This is an optimization exercise on Yosys and OpenROAD, whose aim is small area, not a production implementation.
Only simulation tests tie the RTL to the original design; equivalence was not proved.
Power is estimated from default activity; no workload was simulated.

## build 24
## controller
module controller
	#(
		parameter CLKS_PER_BIT = 5208,
		parameter FIFO_RX_SIZE = 16,
		parameter FIFO_TX_SIZE = 16
	)
	(
		input							clk,
		input							rst,
		output 						UART_TXD,
		input							UART_RXD,
		input							RE,
		input							WE,
		input			[7:0]			send_data,
		output		[7:0]			receive_data,
		output						rx_empty
	);
Size: about 300 flip-flops, ~9600 um2 of cells after synthesis.
Settings: LEC_CHECK=0, CAP_MARGIN=20, CORE_MARGIN=2, CORE_UTILIZATION=60, CTS_BUF_LIST=sky130_fd_sc_hd__clkbuf_8, CTS_CLUSTER_DIAMETER=60, CTS_CLUSTER_SIZE=20, SLEW_MARGIN=20; clock period 20.0 ns.
run.sh (not shown) runs the stock make flow with config.mk's settings and CLKGATE_MAP_FILE= SYNTH_SCRIPT=/design/flow/synth_recipe.tcl, a recipe that flattens the netlist after the stock synthesis.
Build 24 ended with every stage complete and zero timing, DRC or antenna violations.
For build 97, these inputs were changed with respect to build 24:
diff --git a/flow/config.mk b/flow/config.mk
--- a/flow/config.mk
+++ b/flow/config.mk
@@ -11,3 +11,3 @@
-export CTS_BUF_LIST = sky130_fd_sc_hd__clkbuf_8
-export CTS_CLUSTER_DIAMETER = 60
-export CTS_CLUSTER_SIZE = 20
+export CTS_BUF_LIST = sky130_fd_sc_hd__clkbuf_16
+export CTS_CLUSTER_DIAMETER = 80
+export CTS_CLUSTER_SIZE = 30
==> comparison <==
- The run with more setup slack is build 97; build 24 has less.
- Number of global-route vias before repair of build 24 is on par with build 97.
- Of the two values seen for critical path capture point, receive_data[5] was produced by build 24 and receive_data[3] by build 97.
- Summary of build 97 over build 24: first-pass GRT wire length went up; final instance area has increased.
> inputs changed (build 97 -> build 25)
diff --git a/flow/config.mk b/flow/config.mk
--- a/flow/config.mk
+++ b/flow/config.mk
@@ -11,3 +11 @@
-export CTS_BUF_LIST = sky130_fd_sc_hd__clkbuf_16
-export CTS_CLUSTER_DIAMETER = 80
-export CTS_CLUSTER_SIZE = 30
+export CTS_BUF_LIST = sky130_fd_sc_hd__clkbuf_2 sky130_fd_sc_hd__clkbuf_4 sky130_fd_sc_hd__clkbuf_8
Results
Diff build 97 -> build 25 | number of buffers added by the clock tree synthesis step | increase of 32. Reported for build 97 and build 25, die area turned out identical to the last digit. Build 97 and build 25 ended up with nearly the same reported combinational group power. Looking at final critical-path setup slack across build 97 and build 25, the one that comes out lower is build 25. Of build 97 and build 25, build 25 shows the lower flip-flop and latch share of the layout cell area, with build 97 above it.

========
Another version of the RTL of controller (not shown whole).
Size: ~710 cells after synthesis, ~300 flip-flops, ~23 I/O pins, ~9100 µm² of cells after synthesis.
export LEC_CHECK = 0
export CAP_MARGIN = 0
export CORE_MARGIN = 2
export CORE_UTILIZATION = 60
export SLEW_MARGIN = 0
create_clock -name core_clock -period 20.0 [get_ports {clk}]
standard.sh (not shown) runs the stock make flow with config.mk's settings and CLKGATE_MAP_FILE= SYNTH_SCRIPT=/design/flow/synth_recipe.tcl, a recipe that flattens the netlist after the stock synthesis.
==> flow/flow/run.sh <==
#!/bin/bash
set -euo pipefail
bash standard.sh \
  "SYNTH_KEEP_MODULES=tx_oai" \
  "BUFFER_PORTS_ARGS=-buffer_cell sky130_fd_sc_hd__buf_1" \
  "CTS_ARGS=-sink_clustering_enable -repair_clock_nets -sink_clustering_size 12 -sink_clustering_max_diameter 80 -buf_list sky130_fd_sc_hd__clkbuf_4 -dont_use_dummy_load" \
  finish > flow.log 2>&1
==> next run, changes <==
==> flow/flow/run.sh (replaced) <==
#!/bin/bash
# The standard layout (standard.sh), with these changes made through ORFS's
# own make variables:
# - the transmit ring's OAI cell module (tx_oai) is mapped on its own and then
#   flattened like the rest, so each even stage bit gets one o21ai gate;
# - port buffers use the smallest buffer cell;
# - clock tree synthesis clusters up to 12 flip-flops per clkbuf_4 and adds
#   no dummy loads.
# make's full output goes to flow.log; ORFS keeps each step's log under orfs/logs.
set -euo pipefail
bash standard.sh \
  "SYNTH_KEEP_MODULES=tx_oai" \
  "BUFFER_PORTS_ARGS=-buffer_cell sky130_fd_sc_hd__buf_1" \
  "CTS_ARGS=-sink_clustering_enable -repair_clock_nets -sink_clustering_size 12 -sink_clustering_max_diameter 40 -buf_list sky130_fd_sc_hd__clkbuf_4 -dont_use_dummy_load" \
  finish > flow.log 2>&1
Settings changed: CORE_UTILIZATION 60 to 70.
Outcome: The new run finished clean. Final area barely changes. Global-route usage grows by 3.0 points. Sequential share of layout area stays flat. Area after synthesis is unchanged. Hold slack got worse by 0.020 ns. Worst setup slack is about the same. Clock-buffer cell count rose by 3.

========
Another version of the RTL of controller (not shown whole).
Size in the first run: about 23 I/O pins, about 0.0092 mm² of cells after synthesis.
==> flow/design.v (excerpt) <==
module controller
	#(
		parameter CLKS_PER_BIT = 5208,
		parameter FIFO_RX_SIZE = 16,
		parameter FIFO_TX_SIZE = 16
	)
	(
		input							clk,
		input							rst,
		output 						UART_TXD,
		input							UART_RXD,
		input							RE,
		input							WE,
		input			[7:0]			send_data,
		output		[7:0]			receive_data,
		output						rx_empty
	);
==> flow/config.mk <==
export PLATFORM = sky130hd
export DESIGN_NAME = controller
export DESIGN_NICKNAME = controller
export VERILOG_FILES = /design/flow/design.v
export SDC_FILE = /design/flow/constraint.sdc
export NUM_CORES = 4
export LEC_CHECK = 0
export CAP_MARGIN = 20
export CORE_MARGIN = 2
export CORE_UTILIZATION = 60
export CTS_BUF_LIST = sky130_fd_sc_hd__clkbuf_8
export CTS_CLUSTER_DIAMETER = 60
export CTS_CLUSTER_SIZE = 20
export SLEW_MARGIN = 20
==> flow/constraint.sdc <==
create_clock -name core_clock -period 20.0 [get_ports {clk}]
set_input_delay 4.0000 -clock core_clock [delete_from_list [all_inputs] [get_ports {clk}]]
set_output_delay 4.0000 -clock core_clock [all_outputs]
set_load 0.01 [all_outputs]
==> flow/flow/run.sh <==
#!/bin/bash
set -euo pipefail
bash standard.sh \
  "BUFFER_PORTS_ARGS=-buffer_cell sky130_fd_sc_hd__buf_1" \
  "CTS_ARGS=-sink_clustering_enable -repair_clock_nets -sink_clustering_size 12 -sink_clustering_max_diameter 40 -buf_list sky130_fd_sc_hd__clkbuf_4 -dont_use_dummy_load" \
  finish > flow.log 2>&1
The first run went through all stages and came out clean.
Edit:
==> flow/flow/run.sh (replaced) <==
#!/bin/bash
set -euo pipefail
bash standard.sh \
  "BUFFER_PORTS_ARGS=-buffer_cell sky130_fd_sc_hd__buf_1" \
  "CTS_ARGS=-sink_clustering_enable -repair_clock_nets -sink_clustering_size 30 -sink_clustering_max_diameter 80 -buf_list sky130_fd_sc_hd__clkbuf_16 -dont_use_dummy_load" \
  finish > flow.log 2>&1
Result:
- sequential share of layout area goes down by 0.58 points
- final area rose by 0.96%
- total power climbs by 4.5%
- global-route usage fell by 0.64 points
- synthesized area stays the same
- cell count drops by 2.2%
- clock-buffer cell count shrinks by 20
- utilization rises by 0.61 points
- wire length is lower by 1.8%
- setup slack improved by 110 ps
- die area does not change

========
rev 12:
controller again, from the RTL that the note above started with.
clock: 20.0 ns
lec_check: 0
cap_margin: 20
core_margin: 2
core_utilization: 60
cts_buf_list: sky130_fd_sc_hd__clkbuf_8
cts_cluster_diameter: 60
cts_cluster_size: 20
slew_margin: 20
==> flow/flow/run.sh <==
#!/bin/bash
# The standard layout (standard.sh), with two changes made through ORFS's own
# make variables: port buffers use the smallest buffer cell, and clock tree
# synthesis clusters up to 20 flip-flops per clkbuf_8 and adds no dummy loads.
set -euo pipefail
bash standard.sh \
  "BUFFER_PORTS_ARGS=-buffer_cell sky130_fd_sc_hd__buf_1" \
  "CTS_ARGS=-sink_clustering_enable -repair_clock_nets -sink_clustering_size 20 -sink_clustering_max_diameter 60 -buf_list sky130_fd_sc_hd__clkbuf_8 -dont_use_dummy_load" \
  finish > flow.log 2>&1
Rev 12 closes out successfully: all stages finished, all timing, DRC and antenna checks passed.
For rev 13, these inputs were changed with respect to rev 12:
Settings: swapping 20 for 0 in CAP_MARGIN; swapping 20 for 0 in SLEW_MARGIN; clearing CTS_CLUSTER_DIAMETER, which used to be 60; clearing CTS_CLUSTER_SIZE, which used to be 20; clearing CTS_BUF_LIST, which used to be sky130_fd_sc_hd__clkbuf_8.
==> flow/flow/run.sh <==
#!/bin/bash
set -euo pipefail
bash standard.sh \
  "BUFFER_PORTS_ARGS=-buffer_cell sky130_fd_sc_hd__buf_1" \
  "CTS_ARGS=-sink_clustering_enable -repair_clock_nets -sink_clustering_size 12 -sink_clustering_max_diameter 40 -buf_list sky130_fd_sc_hd__clkbuf_4 -dont_use_dummy_load" \
  finish > flow.log 2>&1
Notes after the runs:
Both conditions hold for rev 13: the flow ran to the end and the final layout passed the timing, design-rule and antenna checks.
Rev 13 vs rev 12 — internal cell power dropped slightly
The routed wirelength normalized by instance count was comparable across rev 13 and rev 12.
In the flow results for rev 13 and rev 12, the number of diodes is smaller on rev 12.
Core occupancy in the finished layout: rev 13 vs rev 12, no meaningful difference

re-timing with driven ports:
No port has a modelled driver above. Below, the same layouts with a new extraction and two added sets of constraints. Step 1 (the two cells are an assumption about what drives the block):
set clk [get_ports {clk}]
set_driving_cell -lib_cell sky130_fd_sc_hd__clkbuf_16 $clk
set_driving_cell -lib_cell sky130_fd_sc_hd__buf_2 [delete_from_list [all_inputs] $clk]
Step 2, shift: input delay + t, output delay - t, t = (earliest + latest rising clock arrival at the registers) / 2. This alone moves slack from input paths to output paths. Three values: ideal, step 1, step 2; two values: the first two.
run | t, ns | setup WS [ns] | worst register clock-pin slew, ns | cell pins on the clock port's net
build 24 | 0.561 | 13.036 / 12.998 / 13.559 | 0.11 / 0.11 | 1
build 97 | 0.522 | 13.076 / 13.032 / 13.554 | 0.11 / 0.11 | 1
build 25 | 0.586 | 13.034 / 12.996 / 13.582 | 0.07 / 0.07 | 1
the first run of note 2 | 0.685 | 12.970 / 12.930 / 13.615 | 0.13 / 0.13 | 1
the second run of note 2 | 0.691 | 12.970 / 12.935 / 13.625 | 0.12 / 0.12 | 1
the first run of note 3 | 0.619 | 13.396 / 13.359 / 13.978 | 0.12 / 0.12 | 1
the second run of note 3 | 0.492 | 13.502 / 13.461 / 13.953 | 0.11 / 0.11 | 1
rev 12 | 0.529 | 13.484 / 13.449 / 13.978 | 0.12 / 0.12 | 1
rev 13 | 0.621 | 13.046 / 13.008 / 13.629 | 0.12 / 0.12 | 1
After both steps every run listed still meets setup and hold.
